Context: an optimization exercise on an open-source flow, tuned for small area and a short achievable clock period. The choices shown serve that exercise and are no tape-out recipe.
Power figures rest on the tool's default switching activity, not on a simulated workload.

==> build 41 <==
// bitonic_top
module bitonic_top #(parameter NUM_INPUT = 16, DATA_WIDTH = 8)
(clk, reset, data_in, valid, done, data_out);
input clk;
input reset;
input [127:0] data_in;
input valid;
output done;
output [127:0] data_out;
wire [0:0] in0_0 = data_in[7:7];
wire [0:0] in0_1 = data_in[6:6];
wire [0:0] in0_2 = data_in[5:5];
wire [0:0] in0_3 = data_in[4:4];
wire [0:0] in0_4 = data_in[3:3];
wire [0:0] in0_5 = data_in[2:2];
wire [0:0] in0_6 = data_in[1:1];
wire [0:0] in0_7 = data_in[0:0];
wire [0:0] in1_0 = data_in[15:15];
wire [0:0] in1_1 = data_in[14:14];
wire [0:0] in1_2 = data_in[13:13];
wire [0:0] in1_3 = data_in[12:12];
wire [0:0] in1_4 = data_in[11:11];
wire [0:0] in1_5 = data_in[10:10];
wire [0:0] in1_6 = data_in[9:9];
wire [0:0] in1_7 = data_in[8:8];
wire [0:0] in2_0 = data_in[23:23];
wire [0:0] in2_1 = data_in[22:22];
wire [0:0] in2_2 = data_in[21:21];
wire [0:0] in2_3 = data_in[20:20];
wire [0:0] in2_4 = data_in[19:19];
wire [0:0] in2_5 = data_in[18:18];
wire [0:0] in2_6 = data_in[17:17];
wire [0:0] in2_7 = data_in[16:16];
wire [0:0] in3_0 = data_in[31:31];
wire [0:0] in3_1 = data_in[30:30];
wire [0:0] in3_2 = data_in[29:29];
wire [0:0] in3_3 = data_in[28:28];
  ...
Settings: LEC_CHECK=0, CAP_MARGIN=20, CORE_MARGIN=2, CORE_UTILIZATION=60, CTS_CLUSTER_DIAMETER=60, CTS_CLUSTER_SIZE=30, SETUP_SLACK_MARGIN=1.1, SLEW_MARGIN=20; clock period 3.0 ns.
standard.sh (not shown) runs the stock make flow with config.mk's settings and CLKGATE_MAP_FILE= SYNTH_SCRIPT=/design/flow/synth_recipe.tcl, a recipe that flattens the netlist after the stock synthesis.
==> flow/flow/run.sh <==
#!/bin/bash
# Own layout flow: the standard layout, except that the synthesis maps the
# combinational logic with flow/abc.script (an area-recovering ABC script) in place of
# ORFS's speed script. Registers, their names and everything after synthesis are as in
# the standard flow. Ports are buffered with buf_2 cells.
set -euo pipefail
W=$(pwd)
{
  head -n 1 synth_recipe.tcl
  cat <<EOF
proc abc {args} {
  set i [lsearch -exact \$args -script]
  if { \$i >= 0 } { set args [lreplace \$args [expr {\$i+1}] [expr {\$i+1}] $W/flow/abc.script] }
  yosys abc {*}\$args
}
EOF
  tail -n +2 synth_recipe.tcl
} > my_synth.tcl
sed "s#SYNTH_SCRIPT=[^ ]*#SYNTH_SCRIPT=$W/my_synth.tcl#" standard.sh > my_standard.sh
grep -q "SYNTH_SCRIPT=$W/my_synth.tcl" my_standard.sh
bash my_standard.sh "BUFFER_PORTS_ARGS=-buffer_cell sky130_fd_sc_hd__buf_2" finish > flow.log 2>&1
==> flow/flow/abc.script <==
strash
dc2
strash
&get -n
&dch -f
&nf -R 100 -p
&put
==> build 36 (differences from build 41) <==
--- a/flow/config.mk
+++ b/flow/config.mk
@@ -11,4 +11,4 @@
 export CTS_CLUSTER_DIAMETER = 60
 export CTS_CLUSTER_SIZE = 30
-export SETUP_SLACK_MARGIN = 1.1
+export SETUP_SLACK_MARGIN = 1.25
 export SLEW_MARGIN = 20
==> impl_metrics.yaml <==
layout:
  ff_latch_area_um2: 14600
  nClkBuffers: 47
sta:
  timing.final.crit_share_pct: 65.3
  worstMarginPinSlew_ps: 591
power:
  pwr-share-seq_pct: 32.9
  power_uw: 47400
  combPwrFrac_pct: 52.7
  internal_power_uw: 26100
placement:
  dp_hpwl_um: 67900
routing:
  via_count: 30697
outcome:
  status: "timing/DRC/antenna clean"
hold_path:
  holdCritStartpoint: "data_in[74]"
critical_path:
  crit_family: "simple AND/OR/NAND/NOR gates"
  path_cells: "nor2_1 > nor2_1 > nor2b_2 > a21oi_4 > a31oi_4 > nand2_1 > clkinv_1 > o21a_1"
global_routing:
  grt.met2_usage_pct: 56.2
The numbers above come from build 36.

==> impl_metrics.yaml <==
sta:
  worstMarginPinSlew_ps: 626
  timing.final.crit_share_pct: 65.9
  setup_ws_ps: 1020
layout:
  nClkBuffers: 46
  final-clk-cell-share_pct: 4.30
  fin_nets: 4485
critical_path:
  worstSetupStartpoint: "l1_1_12_4_hi_p1$_DFF_P_"
  crit_family: "compound AO/OA/AOI/OAI gates"
  path_cells: "o22ai_2 > nand2_1 > o21ai_4 > o22ai_2 > or3_1 > o21ai_0"
global_routing:
  grt.met2_usage_pct: 53.6
outcome:
  status: "timing/DRC/antenna clean"
power:
  power_uw: 41900
  combPwrFrac_pct: 47.8
  ir_drop_mv: 0.824
  pwr-share-seq_pct: 36.1
clocking:
  cts_setup_buffers: 12
hold_path:
  holdCritStartpoint: "data_in[65]"
placement:
  dp_hpwl_um: 67900
routing:
  via_count: 28429
The numbers above come from build 41.

No functional check of the RTL was part of any run of this note.

---

==> run a <==
Another version of the RTL of bitonic_top (not shown whole).
export LEC_CHECK = 0
export CAP_MARGIN = 20
export CORE_MARGIN = 2
export CORE_UTILIZATION = 40
export SLEW_MARGIN = 20
create_clock -name core_clock -period 3.0 [get_ports {clk}]
run.sh (not shown) runs the stock make flow with config.mk's settings and CLKGATE_MAP_FILE= SYNTH_SCRIPT=/design/flow/synth_recipe.tcl, a recipe that flattens the netlist after the stock synthesis.
Stock flow here: none of the scripts above is used.
==> run b: changes against run a <==
- CORE_UTILIZATION: 40 -> 55
- SETUP_SLACK_MARGIN: unset -> 1.0
==> run c: changes against run a <==
==> flow/flow/run.sh (new file) <==
#!/bin/bash
# Own layout flow: the standard layout, except that the synthesis maps the
# combinational logic with flow/abc.script (an area-recovering ABC script) in place of
# ORFS's speed script. Registers, their names and everything after synthesis are as in
# the standard flow. Ports are buffered with buf_2 cells.
set -euo pipefail
W=$(pwd)
{
  head -n 1 synth_recipe.tcl
  cat <<EOF
proc abc {args} {
  set i [lsearch -exact \$args -script]
  if { \$i >= 0 } { set args [lreplace \$args [expr {\$i+1}] [expr {\$i+1}] $W/flow/abc.script] }
  yosys abc {*}\$args
}
EOF
  tail -n +2 synth_recipe.tcl
} > my_synth.tcl
sed "s#SYNTH_SCRIPT=[^ ]*#SYNTH_SCRIPT=$W/my_synth.tcl#" standard.sh > my_standard.sh
grep -q "SYNTH_SCRIPT=$W/my_synth.tcl" my_standard.sh
bash my_standard.sh "BUFFER_PORTS_ARGS=-buffer_cell sky130_fd_sc_hd__buf_2" finish > flow.log 2>&1
==> flow/flow/abc.script (new file) <==
strash
dc2
strash
&get -n
&dch -f
&nf -R 100 -p
&put
==> flow/standard.sh (new file) <==
#!/bin/bash
# synth_recipe.tcl (not shown) runs the flow's synth.tcl, then flattens the netlist and writes it again
# the make line also repeats each setting of config.mk as NAME=value (left out here)
make -C /OpenROAD-flow-scripts/flow DESIGN_CONFIG=/design/flow/config.mk WORK_HOME=/design/flow/orfs CLKGATE_MAP_FILE= SYNTH_SCRIPT=/design/flow/synth_recipe.tcl "${@:-finish}"
- CORE_UTILIZATION: 40 -> 65
- CTS_CLUSTER_DIAMETER: unset -> 60
- CTS_CLUSTER_SIZE: unset -> 30
- SETUP_SLACK_MARGIN: unset -> 1.4
removed: flow/run.sh
==> summary of the runs <==
- Area after synthesis: run c is smaller than run a (about 20%).
- Against run a, the clock skew of run b is higher by 0.00087 ns.
- Of run b and run a, run b has the higher first-iteration DRC count (gap 0.40%, measured against run a).
- Against run b, the via count of run a is smaller by 5.5%.
- Critical path depth is the same in run b and run a.
- Between run a and run b, the lower maximum frequency is in run a (gap 16%, measured against run b).
- Run a passed the timing, DRC and antenna checks. Run b produced a clean layout. Run c did not get past 5_1_grt.
- Sequential cell count is the same in run b and run a.
- Sequential power: run a is lower than run b (about 3%).
- Against run b, the routed wire length of run a is lower by 5.6%.
- Sequential share of layout area: run a is higher than run b (3.0 points).
==> figures <==
                                                                                                 run a           run c           run b
Result of the run                                                                       finished clean  did not finish  finished clean
Last stage reached                                                                                   -         5_1_grt               -
Standard-cell rows                                                                                 120              84             102
Sequential-to-total area share from yosys stat                                                   0.402           0.503           0.402
First drt pass iteration count                                                                       6               -               6
Routed wire length on met3                                                                     7740 µm               -         8690 µm
Launch point of the worst path                                                          l1_0_13_6_y_p2               -  l1_9_10_2_x_p1
Antenna-violating nets left                                                                          0               -               0
Net count after synthesis                                                                         5393            4393            5393
Switching part of the total power                                                                0.400               -           0.417
CP Class                                                                                       reg2reg               -         reg2reg
CTS tree                                                                                           yes               -             yes
Net load switching power                                                                       21.8 mW               -         24.5 mW
Power drawn by the combinational cells                                                         23.5 mW               -         28.2 mW
Post-synthesis share of cell area spent on full adders, half adders and majority gates          0.0199               0          0.0199
Final number of max-transition violations                                                            0               -               0
Cells resized by post-CTS repair                                                                     0            1444             786
Power density over the cells                                                               1090 nW/µm²               -     1050 nW/µm²
Capture point of the worst reg-to-reg path                                              l4_1_3_7_hi_p3               -   l3_7_9_4_y_p2
Mean cell area of the mapped netlist                                                          8.14 µm²        8.04 µm²        8.14 µm²
Final Instance Count excl. Fillers                                                                6940               -            6749
Share of the core filled with cells in the final layout                                          0.468               -           0.728
Power in the clock group                                                                       12.7 mW               -         11.7 mW
No functional check of the RTL was part of any run of this note.

## what the ideal ports hide
The results above use ideal ports. As a check the final layouts listed here were re-extracted and re-timed, cells and wires unchanged.
Step 1 assumes that a clkbuf_16 drives the clock port and a buf_2 every other input.
Step 2, shift: input delay + t, output delay - t, t = (earliest + latest rising clock arrival at the registers) / 2. This alone moves slack from input paths to output paths.
a / b / c = ideal / step 1 / step 2; a / b = the first two.
run	t, ns	slack for setup (ns)	latest minus earliest clock arrival (ns)	worst register clock-pin slew, ns	worst data-port slew with drivers (ns)
build 41	0.676	1.022 / 1.022 / 0.521	0.035 / 0.035	0.10 / 0.10	0.08
build 36	0.674	1.041 / 1.041 / 0.545	0.039 / 0.038	0.11 / 0.11	0.10
run a	0.752	0.423 / 0.423 / 0.298	0.029 / 0.030	0.07 / 0.07	0.06
run b	0.720	0.828 / 0.828 / 0.467	0.030 / 0.029	0.07 / 0.07	0.09
After both steps every run listed still meets setup and hold. The setup slack of build 41, which loses most, moves by 0.000 ns with the drivers and by -0.501 ns with both steps.
